This design comes from an exercise in tuning for small area on the open sky130 flow, not from production work. Only simulation tests tie the RTL to the original design; equivalence was not proved. Power is estimated from default activity; no workload was simulated.

==> flow/design.v <==
module pipeline(
    input clk,
    input rst,
    input [22:0] a,
    input [7:0] p,
    input [22:0] b,
    input [7:0] q,
    input m,
    output reg [7:0] final_exponent,
    output reg [22:0] normal_mantissa_sum
);
    genvar i;
    wire [22:0] orp;
    assign orp[0] = 1'b0;
    generate
        for (i = 1; i < 23; i = i + 1) begin : g_orp
            assign orp[i] = orp[i-1] | b[i-1];
        end
    endgenerate
    wire [22:0] bn = b ^ ({23{m}} & orp);
    wire [7:0] eh = ~(p ^ q);
    wire [7:0] eg = p & ~q;
    wire [8:0] c0, c1;
    assign c0[0] = 1'b0;
    assign c1[0] = 1'b1;
    generate
        for (i = 0; i < 8; i = i + 1) begin : g_exc
            assign c0[i+1] = eg[i] | (eh[i] & c0[i]);
            assign c1[i+1] = eg[i] | (eh[i] & c1[i]);
        end
    endgenerate
    wire       g  = c0[8];                        
    wire [7:0] d  = g ? (eh ^ c1[7:0]) : ~(eh ^ c0[7:0]);    
    wire       dz = |d[7:5];                      
    wire [4:0] ds = {d[4:3] | {2{dz}}, d[2:0]};   
    wire [7:0] e  = g ? p : q;
    wire [22:0] mx = g ? a : bn;
    wire [22:0] mn = g ? bn : a;
    reg [7:0]  e0;
    reg [22:0] m0;
    reg [22:0] n0;
    reg [4:0]  d0;
    always @(posedge clk) begin
        e0 <= e;
        m0 <= mx;
        n0 <= mn;
        d0 <= ds;
    end
    wire [23:0] a0 = {1'b1, n0};
    wire [23:0] a1 = d0[0] ? {1'b0, a0[23:1]}  : a0;
    wire [23:0] a2 = d0[1] ? {2'b0, a1[23:2]}  : a1;
    wire [23:0] a4 = d0[2] ? {4'b0, a2[23:4]}  : a2;
    wire [23:0] a8 = d0[3] ? {8'b0, a4[23:8]}  : a4;
    wire [23:0] sh = d0[4] ? {16'b0, a8[23:16]} : a8;
    reg [7:0]  e1;
    reg [22:0] m1;
    reg [23:0] s1;
    always @(posedge clk) begin
        e1 <= e0;
        m1 <= m0;
        s1 <= sh;
    end
    reg r1, r2, r3, r4;
    always @(posedge clk) begin
        r1 <= rst;
        r2 <= r1;
        r3 <= r2;
        r4 <= r3;
    end
    wire [23:0] sum;
    wire co;
    bk_add24 add(.x({1'b1, m1}), .y(s1 ^ {24{m}}), .ci(m), .s(sum), .co(co));
    wire c2n = (rst | r1) ? 1'b0 : (r2 ? ~m : co ^ m);
    reg        c2;
    reg [23:0] r2v;
    reg [7:0]  e2;
    always @(posedge clk) begin
        c2  <= c2n;
        r2v <= sum;
        e2  <= e1;
    end
    wire z16 = ~|r2v[23:8];
    wire k16 = ~c2 & z16;
    wire [23:0] t16 = k16 ? {r2v[7:0], 16'd0} : r2v;
    wire z8 = ~|t16[23:16];
    wire k8 = ~c2 & z8;
    wire [23:0] t8 = k8 ? {t16[15:0], 8'd0} : t16;
    wire z4 = ~|t8[23:20];
    wire k4 = ~c2 & z4;
    wire [23:0] t4 = k4 ? {t8[19:0], 4'd0} : t8;
    wire z2 = ~|t4[23:22];
    wire k2 = ~c2 & z2;
    wire [23:0] t2 = k2 ? {t4[21:0], 2'd0} : t4;
    wire k1 = c2 | ~t2[23];
    wire [22:0] t1 = k1 ? {t2[21:0], 1'b0} : t2[22:0];
    wire zz = k16 & k8;                           
    wire [4:0] n = {k16, k8, k4 & ~zz, k2 & ~zz, k1 & ~zz};
    wire z2r = r1 | r2 | r3;
    reg [7:0]  e3;
    reg [4:0]  n3;
    reg [22:0] m3;
    always @(posedge clk) begin
        e3 <= z2r ? 8'd0 : e2;
        n3 <= (z2r & ~c2) ? 5'd24 : n;
        m3 <= t1;
    end
    wire [7:0] fy = {3'd0, n3} ^ {8{~c2}};
    wire [8:0] fc;
    assign fc[0] = ~c2;
    generate
        for (i = 0; i < 8; i = i + 1) begin : g_fe
            assign fc[i+1] = (e3[i] & fy[i]) | ((e3[i] ^ fy[i]) & fc[i]);
        end
    endgenerate
    wire [7:0] fe = e3 ^ fy ^ fc[7:0];
    always @(posedge clk) begin
        final_exponent <= (rst | r1) ? 8'd0 : fe;
        normal_mantissa_sum <= (rst | r1 | r2 | r3 | r4) ? 23'd0 : m3;
    end
endmodule
module bk_add24(input [23:0] x, input [23:0] y, input ci, output [23:0] s, output co);
    wire [23:0] hp = x ^ y;
    wire [23:0] hg = x & y;
    wire g_1 = hg[0] | (hp[0] & ci);
    wire g_2 = hg[2] | (hp[2] & hg[1]);
    wire p_2 = hp[2] & hp[1];
    wire g_3 = hg[4] | (hp[4] & hg[3]);
    wire p_3 = hp[4] & hp[3];
    wire g_4 = hg[6] | (hp[6] & hg[5]);
    wire p_4 = hp[6] & hp[5];
    wire g_5 = hg[8] | (hp[8] & hg[7]);
    wire p_5 = hp[8] & hp[7];
    wire g_6 = hg[10] | (hp[10] & hg[9]);
    wire p_6 = hp[10] & hp[9];
    wire g_7 = hg[12] | (hp[12] & hg[11]);
    wire p_7 = hp[12] & hp[11];
    wire g_8 = hg[14] | (hp[14] & hg[13]);
    wire p_8 = hp[14] & hp[13];
    wire g_9 = hg[16] | (hp[16] & hg[15]);
    wire p_9 = hp[16] & hp[15];
    wire g_10 = hg[18] | (hp[18] & hg[17]);
    wire p_10 = hp[18] & hp[17];
    wire g_11 = hg[20] | (hp[20] & hg[19]);
    wire p_11 = hp[20] & hp[19];
    wire g_12 = hg[22] | (hp[22] & hg[21]);
    wire p_12 = hp[22] & hp[21];
    wire g_13 = g_2 | (p_2 & g_1);
    wire g_14 = g_4 | (p_4 & g_3);
    wire p_14 = p_4 & p_3;
    wire g_15 = g_6 | (p_6 & g_5);
    wire p_15 = p_6 & p_5;
    wire g_16 = g_8 | (p_8 & g_7);
    wire p_16 = p_8 & p_7;
    wire g_17 = g_10 | (p_10 & g_9);
    wire p_17 = p_10 & p_9;
    wire g_18 = g_12 | (p_12 & g_11);
    wire p_18 = p_12 & p_11;
    wire g_19 = g_14 | (p_14 & g_13);
    wire g_20 = g_16 | (p_16 & g_15);
    wire p_20 = p_16 & p_15;
    wire g_21 = g_18 | (p_18 & g_17);
    wire p_21 = p_18 & p_17;
    wire g_22 = g_20 | (p_20 & g_19);
    wire g_23 = g_21 | (p_21 & g_22);
    wire g_24 = g_15 | (p_15 & g_19);
    wire g_25 = g_17 | (p_17 & g_22);
    wire g_26 = g_3 | (p_3 & g_13);
    wire g_27 = g_5 | (p_5 & g_19);
    wire g_28 = g_7 | (p_7 & g_24);
    wire g_29 = g_9 | (p_9 & g_22);
    wire g_30 = g_11 | (p_11 & g_25);
    wire g_31 = hg[1] | (hp[1] & g_1);
    wire g_32 = hg[3] | (hp[3] & g_13);
    wire g_33 = hg[5] | (hp[5] & g_26);
    wire g_34 = hg[7] | (hp[7] & g_19);
    wire g_35 = hg[9] | (hp[9] & g_27);
    wire g_36 = hg[11] | (hp[11] & g_24);
    wire g_37 = hg[13] | (hp[13] & g_28);
    wire g_38 = hg[15] | (hp[15] & g_22);
    wire g_39 = hg[17] | (hp[17] & g_29);
    wire g_40 = hg[19] | (hp[19] & g_25);
    wire g_41 = hg[21] | (hp[21] & g_30);
    wire g_42 = hg[23] | (hp[23] & g_23);
    assign s[0] = hp[0] ^ ci;
    assign s[1] = hp[1] ^ g_1;
    assign s[2] = hp[2] ^ g_31;
    assign s[3] = hp[3] ^ g_13;
    assign s[4] = hp[4] ^ g_32;
    assign s[5] = hp[5] ^ g_26;
    assign s[6] = hp[6] ^ g_33;
    assign s[7] = hp[7] ^ g_19;
    assign s[8] = hp[8] ^ g_34;
    assign s[9] = hp[9] ^ g_27;
    assign s[10] = hp[10] ^ g_35;
    assign s[11] = hp[11] ^ g_24;
    assign s[12] = hp[12] ^ g_36;
    assign s[13] = hp[13] ^ g_28;
    assign s[14] = hp[14] ^ g_37;
    assign s[15] = hp[15] ^ g_22;
    assign s[16] = hp[16] ^ g_38;
    assign s[17] = hp[17] ^ g_29;
    assign s[18] = hp[18] ^ g_39;
    assign s[19] = hp[19] ^ g_25;
    assign s[20] = hp[20] ^ g_40;
    assign s[21] = hp[21] ^ g_30;
    assign s[22] = hp[22] ^ g_41;
    assign s[23] = hp[23] ^ g_23;
    assign co = g_42;
endmodule
clock: 4.0 ns
lec_check: 0
cap_margin: 20
core_margin: 2
core_utilization: 40
gpl_timing_driven: 0
slew_margin: 20
standard.sh (not shown) runs the stock make flow with config.mk's settings and CLKGATE_MAP_FILE= SYNTH_SCRIPT=/design/flow/synth_recipe.tcl, a recipe that flattens the netlist after the stock synthesis.
==> flow/flow/run.sh <==
#!/bin/bash
set -euo pipefail
bash standard.sh \
  "BUFFER_PORTS_ARGS=-buffer_cell sky130_fd_sc_hd__buf_1" \
  "CTS_ARGS=-sink_clustering_enable -repair_clock_nets -sink_clustering_size 35 -sink_clustering_max_diameter 90 -buf_list sky130_fd_sc_hd__clkbuf_16 -dont_use_dummy_load" \
  finish > standard_flow.log 2>&1
The baseline passed the timing, design-rule and antenna checks.
Then changed:
==> flow/flow/run.sh (replaced) <==
#!/bin/bash
set -euo pipefail
bash standard.sh \
  "BUFFER_PORTS_ARGS=-buffer_cell sky130_fd_sc_hd__buf_1" \
  "CTS_ARGS=-sink_clustering_enable -repair_clock_nets -sink_clustering_size 30 -sink_clustering_max_diameter 80 -buf_list sky130_fd_sc_hd__clkbuf_16 -dont_use_dummy_load" \
  "RECOVER_POWER=100" \
  finish > standard_flow.log 2>&1
=>
- The changed run finished with timing, DRC and antenna clean
- wire length came out higher slightly
- final cell count hardly moves
- worst setup slack improves by 19 ps
- power came out higher by a few percent
- final area came out higher slightly
- non-clock buffer count does not change
- core utilization came out higher by 0.37 points
Then changed:
--- a/flow/flow/run.sh
+++ b/flow/flow/run.sh
@@ -5,3 +5,2 @@
   "CTS_ARGS=-sink_clustering_enable -repair_clock_nets -sink_clustering_size 30 -sink_clustering_max_diameter 80 -buf_list sky130_fd_sc_hd__clkbuf_16 -dont_use_dummy_load" \
-  "RECOVER_POWER=100" \
   finish > standard_flow.log 2>&1
- ABC_AREA: not set -> 1
First-iteration DRC count rose by 33%.
Via count grows by 16%.
Area after synthesis went up by 3.0%.
Maximum frequency is lower by 1.7%.
Hold slack gets better by 40 ps.
Total power is higher by 3.2%.
Synthesized cell count is higher by 31%.
Wire length climbs by 5.2%.
Then changed:
- ABC_AREA: 1 -> not set
=> The new run passed the timing, design-rule and antenna checks; routed wire length fell by a few percent; die area fell by a few percent; fmax rose slightly; cell area fell by a few percent; synthesized cell count fell by a quarter to a third; hold slack degrades by 38 ps; critical path depth rose by 1; clock-buffer cell count stays the same; power fell by a few percent; setup slack improves by 47 ps.
Then changed:
==> flow/flow/run.sh (replaced) <==
#!/bin/bash
set -euo pipefail
bash standard.sh \
  "BUFFER_PORTS_ARGS=-buffer_cell sky130_fd_sc_hd__buf_1" \
  "CTS_ARGS=-sink_clustering_enable -repair_clock_nets -sink_clustering_size 18 -sink_clustering_max_diameter 60 -buf_list sky130_fd_sc_hd__clkbuf_8 -dont_use_dummy_load" \
  finish > standard_flow.log 2>&1
Result:
- count of clock-buffer cells in the layout rises by 7
- core utilization falls by 0.27 points
- hold slack hardly moves
- critical path depth does not change
- routed wire length falls by 0.54%

## static timing again, ports no longer ideal
The results above use ideal ports. As a check the final layouts listed here were re-extracted and re-timed, cells and wires unchanged. Step 1 sets driving cells, clkbuf_16 on the clock port and buf_2 on the other inputs (assumed; they add their load-dependent delay and slew). Step 2 also shifts input and output timing later by t, the mid clock arrival at the registers, as if the neighbouring blocks saw the same clock. Slacks: ideal ports / drivers / drivers and shift; pairs: ideal ports / drivers.
run	t (ns)	setup slack, ns	worst setup path after step 2
the first run	0.504	0.113 / 0.138 / -0.366	input to register
the second run	0.504	0.132 / 0.156 / -0.349	input to register
the third run	0.505	0.066 / 0.090 / -0.415	input to register
the fourth run	0.504	0.113 / 0.137 / -0.367	input to register
the fifth run	0.546	0.173 / 0.190 / -0.356	input to register
Met with ideal ports but missed after step 2: setup timing in every run listed. The setup slack of the fifth run, which loses most, moves by +0.017 ns with the drivers and by -0.529 ns with both steps.
